What follows belongs to an exercise in optimizing a design on an open flow for small area; a production flow would make more cautious choices.
Where RTL was checked, it was by simulation tests only, not by an equivalence proof against the original.
No activity file was given, so power comes from the tool's default toggle rates.

==> inputs of branch violet <==
Design sao_stat_top, start of the top module:
module sao_stat_top (
	input  wire          clk,
	input  wire          arst_n,
	input  wire          rst_n,
	input  wire          en_i,
	input  wire          en_o,
	input  wire [8:0]    ctu_x,
	input  wire [8:0]    ctu_y,
	input  wire [63:0]   n_org_m,
	input  wire [191:0]  rec_in,
	output wire [223:0]  sum_eo,
	output wire [159:0]  num_eo,
	output wire [111:0]  sum_bo,
	output wire [79:0]   num_bo,
	output wire          wait_forPre,
	output wire [1:0]    cIdx,
	output wire [9:0]    cnt_st
);
	genvar i, t, c;
	function [12:0] add13;
		input [12:0] x, y;
		integer k;
		reg cy;
		begin
			cy = 1'b0;
			for (k = 0; k < 13; k = k + 1) begin
				add13[k] = x[k] ^ y[k] ^ cy;
				cy = (x[k] & y[k]) | (x[k] & cy) | (y[k] & cy);
			end
		end
	endfunction
	function [9:0] inc9;      
		input [8:0] x;
		integer k;
		reg cy;
		begin
			cy = 1'b1;
			for (k = 0; k < 9; k = k + 1) begin
				inc9[k] = x[k] ^ cy;
				cy = x[k] & cy;
			end
			inc9[9] = cy;
		end
	endfunction
	function [5:0] sub5;      
		input [4:0] x, y;
		integer k;
		reg cy;
		begin
			cy = 1'b1;
			for (k = 0; k < 5; k = k + 1) begin
				sub5[k] = x[k] ^ ~y[k] ^ cy;
				cy = (x[k] & ~y[k]) | (x[k] & cy) | (~y[k] & cy);
			end
			sub5[5] = ~cy;
  ...
==> module sao_tsum, before the edit <==
module sao_tsum (
	input  wire [39:0] b,
	input  wire [39:0] d,
	output wire [56:0] t
);
	genvar i, j;
	wire [7:0] tt [0:7];
	generate
		for (i = 0; i < 8; i = i + 1) begin : g_t
			localparam integer HI = (i < 4) ? 3 : 7;
			wire [6:0] term [0:3];
			for (j = 0; j < 4; j = j + 1) begin : g_tt
				localparam integer J = (HI - 3) + j;
				if (J < i) begin : g_z
					assign term[j] = 7'd0;
				end else if (J == i) begin : g_s
					assign term[j] = {{2{d[5*J+4]}}, d[5*J +: 5]};
				end else begin : g_o
					assign term[j] = (b[5*J +: 5] == b[5*i +: 5]) ? {{2{d[5*J+4]}}, d[5*J +: 5]} : 7'd0;
				end
			end
			wire [6:0] in_grp = (term[0] + term[1]) + (term[2] + term[3]);
			if (i >= 4) begin : g_hi
				assign tt[i] = {in_grp[6], in_grp};
			end else begin : g_lo
				wire [7:0] up = (b[5*i +: 5] == b[20 +: 5]) ? tt[4] :
				                (b[5*i +: 5] == b[25 +: 5]) ? tt[5] :
				                (b[5*i +: 5] == b[30 +: 5]) ? tt[6] :
				                (b[5*i +: 5] == b[35 +: 5]) ? tt[7] : 8'd0;
				assign tt[i] = {in_grp[6], in_grp} + up;
			end
		end
	endgenerate
	assign t = {tt[7][4:0], tt[6][5:0], tt[5][6:0], tt[4][6:0], tt[3], tt[2], tt[1], tt[0]};
endmodule
==> module sao_bo_ssum, before the edit <==
module sao_bo_ssum #(parameter SLOT = 0) (
	input  wire [7:0]  z,
	input  wire [23:0] slots,
	input  wire [56:0] t,
	output wire [7:0]  s,
	output wire [3:0]  n
);
	wire [7:0] tv [0:7];
	assign tv[0] = t[7:0];
	assign tv[1] = t[15:8];
	assign tv[2] = t[23:16];
	assign tv[3] = t[31:24];
	assign tv[4] = {t[38], t[38:32]};
	assign tv[5] = {t[45], t[45:39]};
	assign tv[6] = {{2{t[51]}}, t[51:46]};
	assign tv[7] = {{3{t[56]}}, t[56:52]};
	genvar i;
	wire [7:0] hit;
	wire [7:0] first;
	wire [3:0] hn [0:7];
	wire [7:0] sel [0:7];
	generate
		for (i = 0; i < 8; i = i + 1) begin : g_h
			assign hit[i] = z[i] && (slots[3*i +: 3] == SLOT);
			if (i == 0) begin : g_f0
				assign first[i] = hit[i];
			end else begin : g_fi
				assign first[i] = hit[i] && !(|hit[i-1:0]);
			end
			assign hn[i] = {3'd0, hit[i]};
			assign sel[i] = first[i] ? tv[i] : 8'd0;
		end
	endgenerate
	assign s = (sel[0] | sel[1] | sel[2] | sel[3]) | (sel[4] | sel[5] | sel[6] | sel[7]);
	assign n = ((hn[0] + hn[1]) + (hn[2] + hn[3])) + ((hn[4] + hn[5]) + (hn[6] + hn[7]));
endmodule
clock: 6.5 ns
lec_check: 0
cap_margin: 20
core_margin: 2
core_utilization: 55
cts_buf_list: sky130_fd_sc_hd__clkbuf_16
cts_cluster_diameter: 120
cts_cluster_size: 24
slew_margin: 20
standard.sh (not shown) runs the stock make flow with config.mk's settings and CLKGATE_MAP_FILE= SYNTH_SCRIPT=/design/flow/synth_recipe.tcl, a recipe that flattens the netlist after the stock synthesis.
==> flow/flow/run.sh <==
#!/bin/bash
# The standard layout, with a plain buf_1 as each port's buffer.
set -euo pipefail
export BUFFER_PORTS_ARGS="-buffer_cell sky130_fd_sc_hd__buf_1"
bash standard.sh finish > standard_flow.log 2>&1
==> branch cedar: changes against branch violet <==
--- a/flow/design.v
+++ b/flow/design.v
@@ -299,65 +299,14 @@
 	output wire [111:0]  sum_bo,
 	output wire [79:0]   num_bo,
 	output wire          wait_forPre,
 	output wire [1:0]    cIdx,
 	output wire [9:0]    cnt_st
 );
 	genvar i, t, c;
-	function [12:0] add13;
-		input [12:0] x, y;
-		integer k;
-		reg cy;
-		begin
-			cy = 1'b0;
-			for (k = 0; k < 13; k = k + 1) begin
-				add13[k] = x[k] ^ y[k] ^ cy;
-				cy = (x[k] & y[k]) | (x[k] & cy) | (y[k] & cy);
-			end
-		end
-	endfunction
-	function [9:0] inc9;      
-		input [8:0] x;
-		integer k;
-		reg cy;
-		begin
-			cy = 1'b1;
-			for (k = 0; k < 9; k = k + 1) begin
-				inc9[k] = x[k] ^ cy;
-				cy = x[k] & cy;
-			end
-			inc9[9] = cy;
-		end
-	endfunction
-	function [5:0] sub5;      
-		input [4:0] x, y;
-		integer k;
-		reg cy;
-		begin
-			cy = 1'b1;
-			for (k = 0; k < 5; k = k + 1) begin
-				sub5[k] = x[k] ^ ~y[k] ^ cy;
-				cy = (x[k] & ~y[k]) | (x[k] & cy) | (~y[k] & cy);
-			end
-			sub5[5] = ~cy;
-		end
-	endfunction
-	function [5:0] add5s;     
-		input [4:0] x, y;
-		integer k;
-		reg cy;
-		reg [5:0] xx, yy;
-		begin
-			xx = {x[4], x}; yy = {y[4], y}; cy = 1'b0;
-			for (k = 0; k < 6; k = k + 1) begin
-				add5s[k] = xx[k] ^ yy[k] ^ cy;
-				cy = (xx[k] & yy[k]) | (xx[k] & cy) | (yy[k] & cy);
-			end
-		end
-	endfunction
 	reg        st;           
 	reg [1:0]  cidx;
 	reg [9:0]  cnt;
 	reg [4:0]  xc, yc;
 	reg        not_end;
 	reg        ne_pre;
 	wire luma     = (cidx == 2'd0);
@@ -408,16 +357,16 @@
 	reg        iscol_, isacc_, iscol, isacc;
 	reg [7:0]  avg1, avg2;
 	reg [12:0] bsum;
 	reg [4:0]  cand0, cand1, cand2;
 	reg [1:0]  cir;
 	wire [10:0] psum;
 	sao_avg8 u_avg (.p(recm), .s(psum));
-	wire [9:0] b16 = inc9(bsum[12:4]);
-	wire [9:0] b8 = inc9(bsum[11:3]);
+	wire [12:0] bsum16 = bsum + 13'd16;
+	wire [12:0] bsum8 = bsum + 13'd8;
 	wire [4:0] cand = (cir == 2'd0) ? cand0 : (cir == 2'd1) ? cand1 : cand2;
 	always @(posedge clk)
 		if (en_o) begin
 			avg1 <= psum[10:3];
 			avg2 <= avg1;
 		end
 	always @(posedge clk or negedge arst_n)
@@ -430,23 +379,23 @@
 		end else if (en_o) begin
 			iscol_ <= st && !ne_pre;
 			isacc_ <= st && bo_pre;
 			iscol <= iscol_;
 			isacc <= isacc_;
 			cir <= cidx;
 			if (isacc)
-				bsum <= add13(bsum, {5'd0, avg2});
+				bsum <= bsum + {5'd0, avg2};
 			else if (iscol) begin
 				bsum <= 13'd0;
 				if (cidx == 2'd0)
-					cand0 <= b16[8:4];
+					cand0 <= bsum16[12:8];
 				else if (cidx == 2'd1)
-					cand1 <= b8[8:4];
+					cand1 <= bsum8[11:7];
 				else
-					cand2 <= b8[8:4];
+					cand2 <= bsum8[11:7];
 			end
 		end
 	reg c1, c2, c3, w1, w2, w3;
 	always @(posedge clk or negedge arst_n)
 		if (!arst_n)
 			{c1, c2, c3, w1, w2, w3} <= 6'd0;
 		else if (!rst_n)
@@ -459,22 +408,20 @@
 		end
 	reg [39:0] d1, d2;           
 	reg [95:0] e1, e2;           
 	reg [39:0] b1, b2;           
 	reg [4:0]  k1, k2;           
 	reg [7:0]  z3;               
 	reg [23:0] s3;               
-	wire [4:0]  k2m3 = k2 - 5'd3;
-	wire        k2ok = (k2 >= 5'd3);
 	wire [7:0]  zn;
 	wire [23:0] sn;
 	generate
 		for (i = 0; i < 8; i = i + 1) begin : g_slot
-			wire [5:0] rel = sub5(b2[5*i +: 5], k2m3);
-			assign zn[i] = k2ok && (rel[5:3] == 3'd0);
+			wire [6:0] rel = {2'd0, b2[5*i +: 5]} + 7'd3 - {2'd0, k2};
+			assign zn[i] = (k2 >= 5'd3) && (rel[6:3] == 4'd0);
 			assign sn[3*i +: 3] = rel[2:0];
 		end
 	endgenerate
 	always @(posedge clk)
 		if (en_o) begin
 			d1 <= dif0; d2 <= d1;
 			e1 <= eo0; e2 <= e1;
@@ -490,15 +437,15 @@
 			tsum <= tnew;
 	wire clr = !rst_n || (en_o && refresh);
 	wire ge = en_o && c3 && w3;
 	wire gb = en_o && c3;
 	wire [23:0] pr;
 	generate
 		for (i = 0; i < 4; i = i + 1) begin : g_pair
-			assign pr[6*i +: 6] = add5s(d2[10*i +: 5], d2[10*i+5 +: 5]);
+			assign pr[6*i +: 6] = {d2[10*i+4], d2[10*i +: 5]} + {d2[10*i+9], d2[10*i+5 +: 5]};
 		end
 		for (t = 0; t < 4; t = t + 1) begin : g_eo
 			for (c = 0; c < 4; c = c + 1) begin : g_cat
 				wire [7:0] sn;
 				wire [3:0] nn;
 				reg  [7:0] s3e;
 				reg  [3:0] n3e;
==> flow/run.sh (new file) <==
#!/bin/bash
# synth_recipe.tcl (not shown) runs the flow's synth.tcl, then flattens the netlist and writes it again
# the make line also repeats each setting of config.mk as NAME=value (left out here)
make -C /OpenROAD-flow-scripts/flow DESIGN_CONFIG=/design/flow/config.mk WORK_HOME=/design/flow/orfs CLKGATE_MAP_FILE= SYNTH_SCRIPT=/design/flow/synth_recipe.tcl finish
- CORE_UTILIZATION: 55 -> 40
- CTS_BUF_LIST: sky130_fd_sc_hd__clkbuf_16 -> sky130_fd_sc_hd__clkbuf_4 sky130_fd_sc_hd__clkbuf_8
- CTS_CLUSTER_DIAMETER: 120 -> not set
- CTS_CLUSTER_SIZE: 24 -> not set
removed: flow/flow/run.sh
removed: flow/standard.sh
==> branch zinc: changes against branch violet <==
--- a/flow/design.v
+++ b/flow/design.v
@@ -630,39 +630,65 @@
 	endgenerate
 endmodule
 module sao_tsum (
 	input  wire [39:0] b,
 	input  wire [39:0] d,
 	output wire [56:0] t
 );
-	genvar i, j;
+	function eqb;
+		input [39:0] bb;
+		input integer x, y;
+		eqb = (bb[5*x +: 5] == bb[5*y +: 5]);
+	endfunction
+	function [6:0] add7;
+		input [6:0] x, y;
+		integer k;
+		reg c;
+		begin
+			c = 1'b0;
+			for (k = 0; k < 7; k = k + 1) begin
+				add7[k] = x[k] ^ y[k] ^ c;
+				c = (x[k] & y[k]) | (x[k] & c) | (y[k] & c);
+			end
+		end
+	endfunction
+	function [7:0] add8;
+		input [7:0] x, y;
+		integer k;
+		reg c;
+		begin
+			c = 1'b0;
+			for (k = 0; k < 8; k = k + 1) begin
+				add8[k] = x[k] ^ y[k] ^ c;
+				c = (x[k] & y[k]) | (x[k] & c) | (y[k] & c);
+			end
+		end
+	endfunction
+	wire [6:0] gs [0:7];     
 	wire [7:0] tt [0:7];
+	genvar g, k;
 	generate
-		for (i = 0; i < 8; i = i + 1) begin : g_t
-			localparam integer HI = (i < 4) ? 3 : 7;
-			wire [6:0] term [0:3];
-			for (j = 0; j < 4; j = j + 1) begin : g_tt
-				localparam integer J = (HI - 3) + j;
-				if (J < i) begin : g_z
-					assign term[j] = 7'd0;
-				end else if (J == i) begin : g_s
-					assign term[j] = {{2{d[5*J+4]}}, d[5*J +: 5]};
-				end else begin : g_o
-					assign term[j] = (b[5*J +: 5] == b[5*i +: 5]) ? {{2{d[5*J+4]}}, d[5*J +: 5]} : 7'd0;
-				end
-			end
-			wire [6:0] in_grp = (term[0] + term[1]) + (term[2] + term[3]);
-			if (i >= 4) begin : g_hi
-				assign tt[i] = {in_grp[6], in_grp};
+		for (g = 0; g < 2; g = g + 1) begin : g_grp
+			localparam integer B = 4 * g;
+			wire [6:0] x [0:3];
+			for (k = 0; k < 4; k = k + 1) begin : g_x
+				assign x[k] = {{2{d[5*(B+k)+4]}}, d[5*(B+k) +: 5]};
+			end
+			assign gs[B+3] = x[3];
+			assign gs[B+2] = add7(x[2], eqb(b, B+2, B+3) ? gs[B+3] : 7'd0);
+			assign gs[B+1] = add7(x[1], eqb(b, B+1, B+2) ? gs[B+2] : eqb(b, B+1, B+3) ? gs[B+3] : 7'd0);
+			assign gs[B]   = add7(add7(x[0], eqb(b, B, B+1) ? x[1] : 7'd0),
+			                      add7(eqb(b, B, B+2) ? x[2] : 7'd0, eqb(b, B, B+3) ? x[3] : 7'd0));
+		end
+		for (k = 0; k < 8; k = k + 1) begin : g_k
+			if (k >= 4) begin : g_hi
+				assign tt[k] = {gs[k][6], gs[k]};
 			end else begin : g_lo
-				wire [7:0] up = (b[5*i +: 5] == b[20 +: 5]) ? tt[4] :
-				                (b[5*i +: 5] == b[25 +: 5]) ? tt[5] :
-				                (b[5*i +: 5] == b[30 +: 5]) ? tt[6] :
-				                (b[5*i +: 5] == b[35 +: 5]) ? tt[7] : 8'd0;
-				assign tt[i] = {in_grp[6], in_grp} + up;
+				wire [7:0] up = eqb(b, k, 4) ? tt[4] : eqb(b, k, 5) ? tt[5] : eqb(b, k, 6) ? tt[6] : eqb(b, k, 7) ? tt[7] : 8'd0;
+				assign tt[k] = add8({gs[k][6], gs[k]}, up);
 			end
 		end
 	endgenerate
 	assign t = {tt[7][4:0], tt[6][5:0], tt[5][6:0], tt[4][6:0], tt[3], tt[2], tt[1], tt[0]};
 endmodule
 module sao_eo_csum #(parameter CAT = 1) (
 	input  wire [23:0] codes,
@@ -793,27 +819,38 @@
 	assign tv[1] = t[15:8];
 	assign tv[2] = t[23:16];
 	assign tv[3] = t[31:24];
 	assign tv[4] = {t[38], t[38:32]};
 	assign tv[5] = {t[45], t[45:39]};
 	assign tv[6] = {{2{t[51]}}, t[51:46]};
 	assign tv[7] = {{3{t[56]}}, t[56:52]};
+	function [3:0] pop8;
+		input [7:0] v;
+		reg s1, c1, s2, c2, s3, c3, b0, c4, s5, c5, b1, c6;
+		begin
+			s1 = v[0] ^ v[1] ^ v[2]; c1 = (v[0] & v[1]) | (v[0] & v[2]) | (v[1] & v[2]);
+			s2 = v[3] ^ v[4] ^ v[5]; c2 = (v[3] & v[4]) | (v[3] & v[5]) | (v[4] & v[5]);
+			s3 = v[6] ^ v[7]; c3 = v[6] & v[7];
+			b0 = s1 ^ s2 ^ s3; c4 = (s1 & s2) | (s1 & s3) | (s2 & s3);
+			s5 = c1 ^ c2 ^ c3; c5 = (c1 & c2) | (c1 & c3) | (c2 & c3);
+			b1 = s5 ^ c4; c6 = s5 & c4;
+			pop8 = {c5 & c6, c5 ^ c6, b1, b0};
+		end
+	endfunction
 	genvar i;
 	wire [7:0] hit;
 	wire [7:0] first;
-	wire [3:0] hn [0:7];
 	wire [7:0] sel [0:7];
 	generate
 		for (i = 0; i < 8; i = i + 1) begin : g_h
 			assign hit[i] = z[i] && (slots[3*i +: 3] == SLOT);
 			if (i == 0) begin : g_f0
 				assign first[i] = hit[i];
 			end else begin : g_fi
 				assign first[i] = hit[i] && !(|hit[i-1:0]);
 			end
-			assign hn[i] = {3'd0, hit[i]};
 			assign sel[i] = first[i] ? tv[i] : 8'd0;
 		end
 	endgenerate
 	assign s = (sel[0] | sel[1] | sel[2] | sel[3]) | (sel[4] | sel[5] | sel[6] | sel[7]);
-	assign n = ((hn[0] + hn[1]) + (hn[2] + hn[3])) + ((hn[4] + hn[5]) + (hn[6] + hn[7]));
+	assign n = pop8(hit);
 endmodule
- CORE_UTILIZATION: 55 -> 68
- CTS_BUF_LIST: sky130_fd_sc_hd__clkbuf_16 -> sky130_fd_sc_hd__clkbuf_4 sky130_fd_sc_hd__clkbuf_8
- CTS_CLUSTER_DIAMETER: 120 -> 90
- CTS_CLUSTER_SIZE: 24 -> 14
- PLACE_DENSITY: not set -> 0.78
==> summary.txt <==
metric                                                             branch zinc                branch cedar           branch violet
Run status                                    no timing/DRC/antenna violations  no timing/DRC/antenna violations  stopped before the end
Last stage reached                                                           -                           -            final report
Type of the most critical hold path                               flop to flop  primary input to async pin                       -
Static power due to leakage                                           46.52 nW                    51.21 nW                       -
Bufs and invs on worst path                                                  2                           1                       -
Die extent in x                                                       381.6 um                    501.8 um                425.4 um
Reported clock group power                                             4.81 mW                     8.20 mW                       -
Non-clock buffer area fraction after layout                             5.810%                      9.630%                       -
Via count normalized by instance count                                   6.626                       5.691                       -
Number of max-cap violations                                                 0                           0                       -
Num rows                                                                   138                         182                     154
Logic inverters                                                           1323                        1279                       -
Area after DPL                                                     103800 um^2                 112900 um^2             104600 um^2
Routed length on met2                                                145900 um                   162700 um               150500 um
Setup crit end                               g_bo[5].u_acc.acc_s[13]$_DFF_PN0_           avg1[7]$_DFFE_PP_                       -
Floorplan die area                                                 145600 um^2                 251800 um^2                       -
# setup viols final                                                          0                           0                       -
Switch share                                                            34.90%                      33.38%                       -
No functional check of the RTL was part of branch violet.

[port drivers added, routing unchanged]
In the flow no input, the clock included, has a driving cell. The finished layouts below were timed again as built, in two steps.
Step 1 assumes that a clkbuf_16 drives the clock port and a buf_2 every other input.
Step 2 also shifts input and output timing later by t, the mid clock arrival at the registers, as if the neighbouring blocks saw the same clock.
Three values: no drivers, after step 1, after step 2; two values: the first two.
run | t (ns) | setup slack, ns | worst setup path after step 2
branch cedar | 1.072 | 0.110 / 0.181 / -0.891 | input to register
branch zinc | 0.976 | 0.210 / 0.210 / -0.498 | input to register
With both steps, setup timing fails in branch cedar and branch zinc, where it was met with ideal ports. For branch cedar, which loses most, drivers alone change the setup slack by +0.071 ns; drivers and shift together by -1.001 ns.
